Source: an optimization exercise on an open RTL-to-GDS flow (aim: small area). Production flows keep margins and buffers that such runs may drop.
Where RTL was checked, it was by simulation tests only, not by an equivalence proof against the original.
No driver is modelled on the clock port, so clock power and skew are understated where the tree is cut down; a real chip needs a root buffer or a tree.
No activity file was given, so power comes from the tool's default toggle rates.

==> inputs of build 69 <==
// i2s_to_tdm
module i2s_to_tdm
#(
	parameter G_BITS = 16
)(
	input wire in_mclk,
	input wire in_reset,
	input wire in_sclk,
	input wire in_fclk,
	input wire in_din,
	output wire out_sclk,
	output wire out_fclk,
	output wire out_dout
);
==> module i2s_rx, before the edit <==
module i2s_rx
#(
	parameter G_BITS = 16
)(
	input wire in_mclk,
	input wire in_reset,
	input wire in_sclk,
	input wire in_fclk,
	input wire in_din,
	output wire [2*G_BITS-1 : 0] out_data,
	output wire out_load,
	output reg  out_strobe
);
	reg sclk, sclk_q, fclk, din;
	reg fclk_int, fclk_int_q;
	reg [4:0] cnt;
	wire active = ~(cnt[4] & cnt[0]);
	reg [2*G_BITS-1 : 0] data;    
	wire rise  = ~sclk_q & sclk;
	wire fedge = fclk_int ^ fclk_int_q;
	wire ffall = fclk_int_q & ~fclk_int;
	wire load  = active & ffall;
	wire wr    = rise & ~cnt[4];
	wire clr   = out_strobe | ~active | in_reset;
	wire hand  = out_strobe | ~active;
	assign out_load = hand;
	assign out_data = data;
	wire [2*G_BITS-1 : 0] sel = {{(2*G_BITS-1){1'b0}}, wr} << {~fclk_int_q, ~cnt[3:0]};
	wire [2*G_BITS-1 : 0] we = sel | {(2*G_BITS){clr}};
	wire wd = din & wr;
	integer k;
	always @(posedge in_mclk) begin
		sclk <= in_sclk & ~in_reset;
		sclk_q <= sclk;
		fclk <= in_fclk;
		din <= in_din;
		if (in_reset) begin
			fclk_int <= 1'b0;
			fclk_int_q <= 1'b0;
		end else begin
			if (rise)
				fclk_int <= fclk;
			fclk_int_q <= fclk_int;
		end
		out_strobe <= ~in_reset & load;
		if (in_reset) begin
			cnt[4] <= 1'b1;
			cnt[0] <= 1'b1;
		end else if (ffall | (fedge & active))
			cnt <= 5'd0;
		else if (wr)
			cnt <= cnt + 5'd1;
		for (k = 0; k < 2*G_BITS; k = k + 1)
			if (we[k])
				data[k] <= ((k == 2*G_BITS-1) ? wd : wd & ~clr) ^ k[0] ^ 1'b1;
	end
endmodule
==> flow/config.mk <==
export PLATFORM = sky130hd
export DESIGN_NAME = i2s_to_tdm
export DESIGN_NICKNAME = i2s_to_tdm
export VERILOG_FILES = /design/flow/design.v
export SDC_FILE = /design/flow/constraint.sdc
export NUM_CORES = 4
export LEC_CHECK = 0
export CAP_MARGIN = 0
export CORE_MARGIN = 2
export CORE_UTILIZATION = 85
export SLEW_MARGIN = 0
==> flow/constraint.sdc <==
create_clock -name core_clock -period 81.38 [get_ports {in_mclk}]
set_input_delay 16.2760 -clock core_clock [delete_from_list [all_inputs] [get_ports {in_mclk}]]
set_output_delay 16.2760 -clock core_clock [all_outputs]
set_load 0.01 [all_outputs]
standard.sh (not shown) runs the stock make flow with config.mk's settings and CLKGATE_MAP_FILE= SYNTH_SCRIPT=/design/flow/synth_recipe.tcl, a recipe that flattens the netlist after the stock synthesis.
==> flow/flow/run.sh <==
#!/bin/bash
# Own flow: the standard layout (unchanged synthesis, floorplan, power grid
# and tap cells, placement, routing), with these changes:
#  - port buffers of the smallest buffer,
#  - the buffers ABC put in during synthesis removed before placement, and
#    every other combinational cell given its smallest drive strength
#    (flow/downsize.tcl); placement's repair then sizes up what it must,
#  - the clock tree rebuilt after clock tree synthesis by flow/clock_tree.tcl:
#    the first of CLOCK_TREES (groups, buffer cell; smallest area first)
#    whose worst clock-pin slew is estimated at most CLOCK_SLEW_TARGET_PS,
#    each buffer driving the flip-flops of one part of the core.
# Every tool's output goes to the ORFS logs under orfs/logs; make's own
# output goes to standard.log here.
set -euo pipefail
export CTS_ARGS="-sink_clustering_enable -repair_clock_nets -dont_use_dummy_load"
export BUFFER_PORTS_ARGS="-buffer_cell sky130_fd_sc_hd__buf_1"
export REMOVE_ABC_BUFFERS=1
export POST_CTS_TCL="$PWD/flow/clock_tree.tcl"
export POST_FLOORPLAN_TCL="$PWD/flow/downsize.tcl"
export CLOCK_TREES="{2 sky130_fd_sc_hd__clkbuf_16} {4 sky130_fd_sc_hd__clkbuf_8} {3 sky130_fd_sc_hd__clkbuf_16} {5 sky130_fd_sc_hd__clkbuf_8} {6 sky130_fd_sc_hd__clkbuf_8} {4 sky130_fd_sc_hd__clkbuf_16} {7 sky130_fd_sc_hd__clkbuf_8} {8 sky130_fd_sc_hd__clkbuf_8} {10 sky130_fd_sc_hd__clkbuf_8} {12 sky130_fd_sc_hd__clkbuf_8}"
export CLOCK_ROOT_BUF=sky130_fd_sc_hd__clkbuf_4
export CLOCK_SLEW_TARGET_PS=115
bash standard.sh "CTS_ARGS=$CTS_ARGS" "BUFFER_PORTS_ARGS=$BUFFER_PORTS_ARGS" \
	"REMOVE_ABC_BUFFERS=$REMOVE_ABC_BUFFERS" "POST_CTS_TCL=$POST_CTS_TCL" \
	"POST_FLOORPLAN_TCL=$POST_FLOORPLAN_TCL" finish > standard.log 2>&1
==> flow/flow/clock_tree.tcl <==
set clk_port_net in_mclk
set trees $::env(CLOCK_TREES)
set root_cell $::env(CLOCK_ROOT_BUF)
# slews come in ns
set target [expr {$::env(CLOCK_SLEW_TARGET_PS) * 1e-3}]

set db [ord::get_db]
set block [ord::get_db_block]
set root [$block findNet $clk_port_net]

# walk the existing tree from the clock port: buffers and their nets, and sinks
set sinks {}
set tree_insts {}
set tree_nets {}
set todo [list $root]
while {[llength $todo]} {
  set net [lindex $todo 0]
  set todo [lrange $todo 1 end]
  foreach it [$net getITerms] {
    if {![$it isInputSignal]} { continue }
    set inst [$it getInst]
    set m [[$inst getMaster] getName]
    if {[string match "*clkbuf*" $m] || [string match "*__buf_*" $m]} {
      lappend tree_insts $inst
      foreach ot [$inst getITerms] {
        if {[$ot isOutputSignal]} {
          set on [$ot getNet]
          if {$on ne "NULL" && $on ne ""} { lappend tree_nets $on; lappend todo $on }
        }
      }
    } elseif {[string match "*inv*" $m]} {
      error "inverter $m in the clock tree"
    } else {
      lappend sinks $it
    }
  }
}
puts "clock_tree: [llength $sinks] sinks, removing [llength $tree_insts] buffers"
foreach it $sinks { $it disconnect }
foreach inst $tree_insts { odb::dbInst_destroy $inst }
foreach net $tree_nets { odb::dbNet_destroy $net }

proc sink_xy {it} {
  set b [[$it getInst] getBBox]
  return [list [expr {([$b xMin] + [$b xMax]) / 2}] [expr {([$b yMin] + [$b yMax]) / 2}]]
}

# recursive bisection into k groups along the longer side
proc bisect {items k} {
  if {$k <= 1} { return [list $items] }
  set pts {}
  set xs {}; set ys {}
  foreach it $items {
    lassign [sink_xy $it] x y
    lappend pts [list $it $x $y]
    lappend xs $x; lappend ys $y
  }
  set xs [lsort -integer $xs]; set ys [lsort -integer $ys]
  set w [expr {[lindex $xs end] - [lindex $xs 0]}]
  set h [expr {[lindex $ys end] - [lindex $ys 0]}]
  set idx [expr {$w >= $h ? 1 : 2}]
  set pts [lsort -integer -index $idx $pts]
  set k1 [expr {$k / 2}]
  set n1 [expr {int(round(double([llength $pts]) * $k1 / $k))}]
  set a {}; set b {}
  set i 0
  foreach p $pts {
    if {$i < $n1} { lappend a [lindex $p 0] } else { lappend b [lindex $p 0] }
    incr i
  }
  return [concat [bisect $a $k1] [bisect $b [expr {$k - $k1}]]]
}

proc centroid {its} {
  set sx 0; set sy 0
  foreach it $its { lassign [sink_xy $it] x y; incr sx $x; incr sy $y }
  set n [llength $its]
  return [list [expr {$sx / $n}] [expr {$sy / $n}]]
}

proc add_buf {cell name in_net out_name x y} {
  set inst [odb::dbInst_create [ord::get_db_block] [[ord::get_db] findMaster $cell] $name]
  set net [odb::dbNet_create [ord::get_db_block] $out_name]
  $net setSigType CLOCK
  [$inst findITerm A] connect $in_net
  [$inst findITerm X] connect $net
  $inst setLocation $x $y
  $inst setPlacementStatus PLACED
  return [list $inst $net]
}

proc worst_clk_slew {sinks} {
  estimate_parasitics -placement
  set worst 0
  foreach it $sinks {
    set iname [[$it getInst] getName]
    if {[catch {set s [get_property [get_pins "$iname/CLK"] slew_max]}]} { return 1e9 }
    if {$s > $worst} { set worst $s }
  }
  return $worst
}

set done 0
foreach tree $trees {
  lassign $tree k cell
  set made_insts {}; set made_nets {}
  set feed $root
  if {$k > 4} {
    lassign [centroid $sinks] cx cy
    lassign [add_buf $root_cell clkbuf_root $root clknet_root $cx $cy] inst net
    lappend made_insts $inst; lappend made_nets $net
    set feed $net
  }
  set gi 0
  foreach g [bisect $sinks $k] {
    lassign [centroid $g] cx cy
    lassign [add_buf $cell clkbuf_grp_$gi $feed clknet_grp_$gi $cx $cy] inst net
    lappend made_insts $inst; lappend made_nets $net
    foreach it $g { $it connect $net }
    puts "clock_tree: $k x $cell: group $gi: [llength $g] sinks, buffer at ($cx, $cy)"
    incr gi
  }
  set w [worst_clk_slew $sinks]
  puts "clock_tree: $k x $cell: worst estimated flip-flop clock slew [expr {$w * 1e3}] ps"
  if {$w <= $target} { set done 1; break }
  foreach it $sinks { $it disconnect }
  foreach inst $made_insts { odb::dbInst_destroy $inst }
  foreach net $made_nets { odb::dbNet_destroy $net }
}
if {!$done} { error "clock_tree: no tree in CLOCK_TREES meets the slew target" }

detailed_placement
check_placement -verbose
puts "clock_tree: after legalisation: worst estimated flip-flop clock slew [expr {[worst_clk_slew $sinks] * 1e3}] ps"
report_clock_skew
Other scripts of this flow, unchanged in this note and not shown: flow/flow/downsize.tcl
==> inputs of trial 90, as changes to build 69 <==
--- a/flow/design.v
+++ b/flow/design.v
@@ -14,6 +14,6 @@
 	reg sclk, sclk_q, fclk, din;
 	reg fclk_int, fclk_int_q;
+	reg active;
 	reg [4:0] cnt;
-	wire active = ~(cnt[4] & cnt[0]);
 	reg [2*G_BITS-1 : 0] data;    
 	wire rise  = ~sclk_q & sclk;
@@ -21,5 +21,5 @@
 	wire ffall = fclk_int_q & ~fclk_int;
 	wire load  = active & ffall;
-	wire wr    = rise & ~cnt[4];
+	wire wr    = rise & active & ~cnt[4];
 	wire clr   = out_strobe | ~active | in_reset;
 	wire hand  = out_strobe | ~active;
@@ -43,9 +43,7 @@
 			fclk_int_q <= fclk_int;
 		end
+		active <= ~in_reset & (active | ffall);
 		out_strobe <= ~in_reset & load;
-		if (in_reset) begin
-			cnt[4] <= 1'b1;
-			cnt[0] <= 1'b1;
-		end else if (ffall | (fedge & active))
+		if (fedge)
 			cnt <= 5'd0;
 		else if (wr)
--- a/flow/flow/run.sh
+++ b/flow/flow/run.sh
@@ -20,5 +20,5 @@
 export CLOCK_TREES="{2 sky130_fd_sc_hd__clkbuf_16} {4 sky130_fd_sc_hd__clkbuf_8} {3 sky130_fd_sc_hd__clkbuf_16} {5 sky130_fd_sc_hd__clkbuf_8} {6 sky130_fd_sc_hd__clkbuf_8} {4 sky130_fd_sc_hd__clkbuf_16} {7 sky130_fd_sc_hd__clkbuf_8} {8 sky130_fd_sc_hd__clkbuf_8} {10 sky130_fd_sc_hd__clkbuf_8} {12 sky130_fd_sc_hd__clkbuf_8}"
 export CLOCK_ROOT_BUF=sky130_fd_sc_hd__clkbuf_4
-export CLOCK_SLEW_TARGET_PS=115
+export CLOCK_SLEW_TARGET_PS=110
 bash standard.sh "CTS_ARGS=$CTS_ARGS" "BUFFER_PORTS_ARGS=$BUFFER_PORTS_ARGS" \
 	"REMOVE_ABC_BUFFERS=$REMOVE_ABC_BUFFERS" "POST_CTS_TCL=$POST_CTS_TCL" \
- CORE_UTILIZATION: 85 -> 40
==> inputs of build 47, as changes to build 69 <==
--- a/flow/design.v
+++ b/flow/design.v
@@ -14,6 +14,6 @@
 	reg sclk, sclk_q, fclk, din;
 	reg fclk_int, fclk_int_q;
+	reg active;
 	reg [4:0] cnt;
-	wire active = ~(cnt[4] & cnt[0]);
 	reg [2*G_BITS-1 : 0] data;    
 	wire rise  = ~sclk_q & sclk;
@@ -21,5 +21,5 @@
 	wire ffall = fclk_int_q & ~fclk_int;
 	wire load  = active & ffall;
-	wire wr    = rise & ~cnt[4];
+	wire wr    = rise & active & ~cnt[4];
 	wire clr   = out_strobe | ~active | in_reset;
 	wire hand  = out_strobe | ~active;
@@ -43,9 +43,7 @@
 			fclk_int_q <= fclk_int;
 		end
+		active <= ~in_reset & (active | ffall);
 		out_strobe <= ~in_reset & load;
-		if (in_reset) begin
-			cnt[4] <= 1'b1;
-			cnt[0] <= 1'b1;
-		end else if (ffall | (fedge & active))
+		if (fedge)
 			cnt <= 5'd0;
 		else if (wr)
--- a/flow/flow/run.sh
+++ b/flow/flow/run.sh
@@ -20,5 +20,5 @@
 export CLOCK_TREES="{2 sky130_fd_sc_hd__clkbuf_16} {4 sky130_fd_sc_hd__clkbuf_8} {3 sky130_fd_sc_hd__clkbuf_16} {5 sky130_fd_sc_hd__clkbuf_8} {6 sky130_fd_sc_hd__clkbuf_8} {4 sky130_fd_sc_hd__clkbuf_16} {7 sky130_fd_sc_hd__clkbuf_8} {8 sky130_fd_sc_hd__clkbuf_8} {10 sky130_fd_sc_hd__clkbuf_8} {12 sky130_fd_sc_hd__clkbuf_8}"
 export CLOCK_ROOT_BUF=sky130_fd_sc_hd__clkbuf_4
-export CLOCK_SLEW_TARGET_PS=115
+export CLOCK_SLEW_TARGET_PS=110
 bash standard.sh "CTS_ARGS=$CTS_ARGS" "BUFFER_PORTS_ARGS=$BUFFER_PORTS_ARGS" \
 	"REMOVE_ABC_BUFFERS=$REMOVE_ABC_BUFFERS" "POST_CTS_TCL=$POST_CTS_TCL" \
- CORE_UTILIZATION: 85 -> 65
==> flow_summary_export.csv <==
group,metric,value,unit
run_status,status,"complete, no violations",
final_layout,seqCellArea,0.00229,sq mm
pwr,pg_comb,4.44,uW
timing,finalHoldWorstSlack,0.386,ns
pwr,power_frac_comb,6.6,%
pwr,p_leak,0.997,nW
pwr,p_clk_share,20.1,%
timing,max_freq,0.0550,GHz
synth,synth_xor_area_share,0.841,%
route,viasPerCell,7.26,
final_layout,inv_count,3,
final_layout,seq_cells,81,
route,dr.pass1.iters,5,
Source of the figures above: build 69

==> flow_summary_export.csv <==
group,metric,value,unit
run_status,status,"complete, no violations",
worst_setup_path,cp_cell_sequence,"buf_1 -> and2b_1 -> nand2_1",
floorplanning,taps,54,
route,viasPerCell,6.14,
pwr,power_frac_comb,2.7,%
pwr,p_leak,1.05,nW
route,dr.pass1.iters,5,
timing,finalHoldWorstSlack,0.373,ns
final_layout,seq_cells,82,
final_layout,layout.cells.non_filler,270,
final_layout,inv_count,2,
timing,max_freq,0.0555,GHz
synth,synth_xor_area_share,0.279,%
pwr,p_clk_share,25.0,%
Source of the figures above: build 47

==> flow_summary_export.csv <==
group,metric,value,unit
timing,max_freq,0.0556,GHz
run_status,status,"complete, no violations",
final_layout,seq_cells,82,
synth,synth_xor_area_share,0.279,%
final_layout,inv_count,2,
route,viasPerCell,5.21,
pwr,p_leak,1.05,nW
pwr,pg_comb,1.72,uW
Source of the figures above: trial 90

Function not checked in build 69: the RTL went through the layout flow alone. No run of this note takes its clock network from TritonCTS; it comes from the design's own scripts or RTL.

afterwards: timing with drivers on the ports:
In the flow no input, the clock included, has a driving cell. The finished layouts below were timed again as built, in two steps.
Step 1 assumes that a clkbuf_16 drives the clock port and a buf_2 every other input.
Step 2, shift: input delay + t, output delay - t, t = (earliest + latest rising clock arrival at the registers) / 2. This alone moves slack from input paths to output paths.
Three values: no drivers, after step 1, after step 2; two values: the first two.
| run | t (ns) | setup slack, ns | worst hold slack (ns) |
|---|---|---|---|
| build 69 | 0.220 | 63.188 / 63.225 / 63.005 | 0.386 / 0.386 / 0.386 |
| trial 90 | 0.226 | 63.389 / 63.433 / 63.207 | 0.371 / 0.371 / 0.371 |
| build 47 | 0.217 | 63.375 / 63.416 / 63.199 | 0.373 / 0.373 / 0.373 |
After both steps setup and hold are still met in every run listed. The setup slack of build 69, which loses most, moves by +0.037 ns with the drivers and by -0.183 ns with both steps.
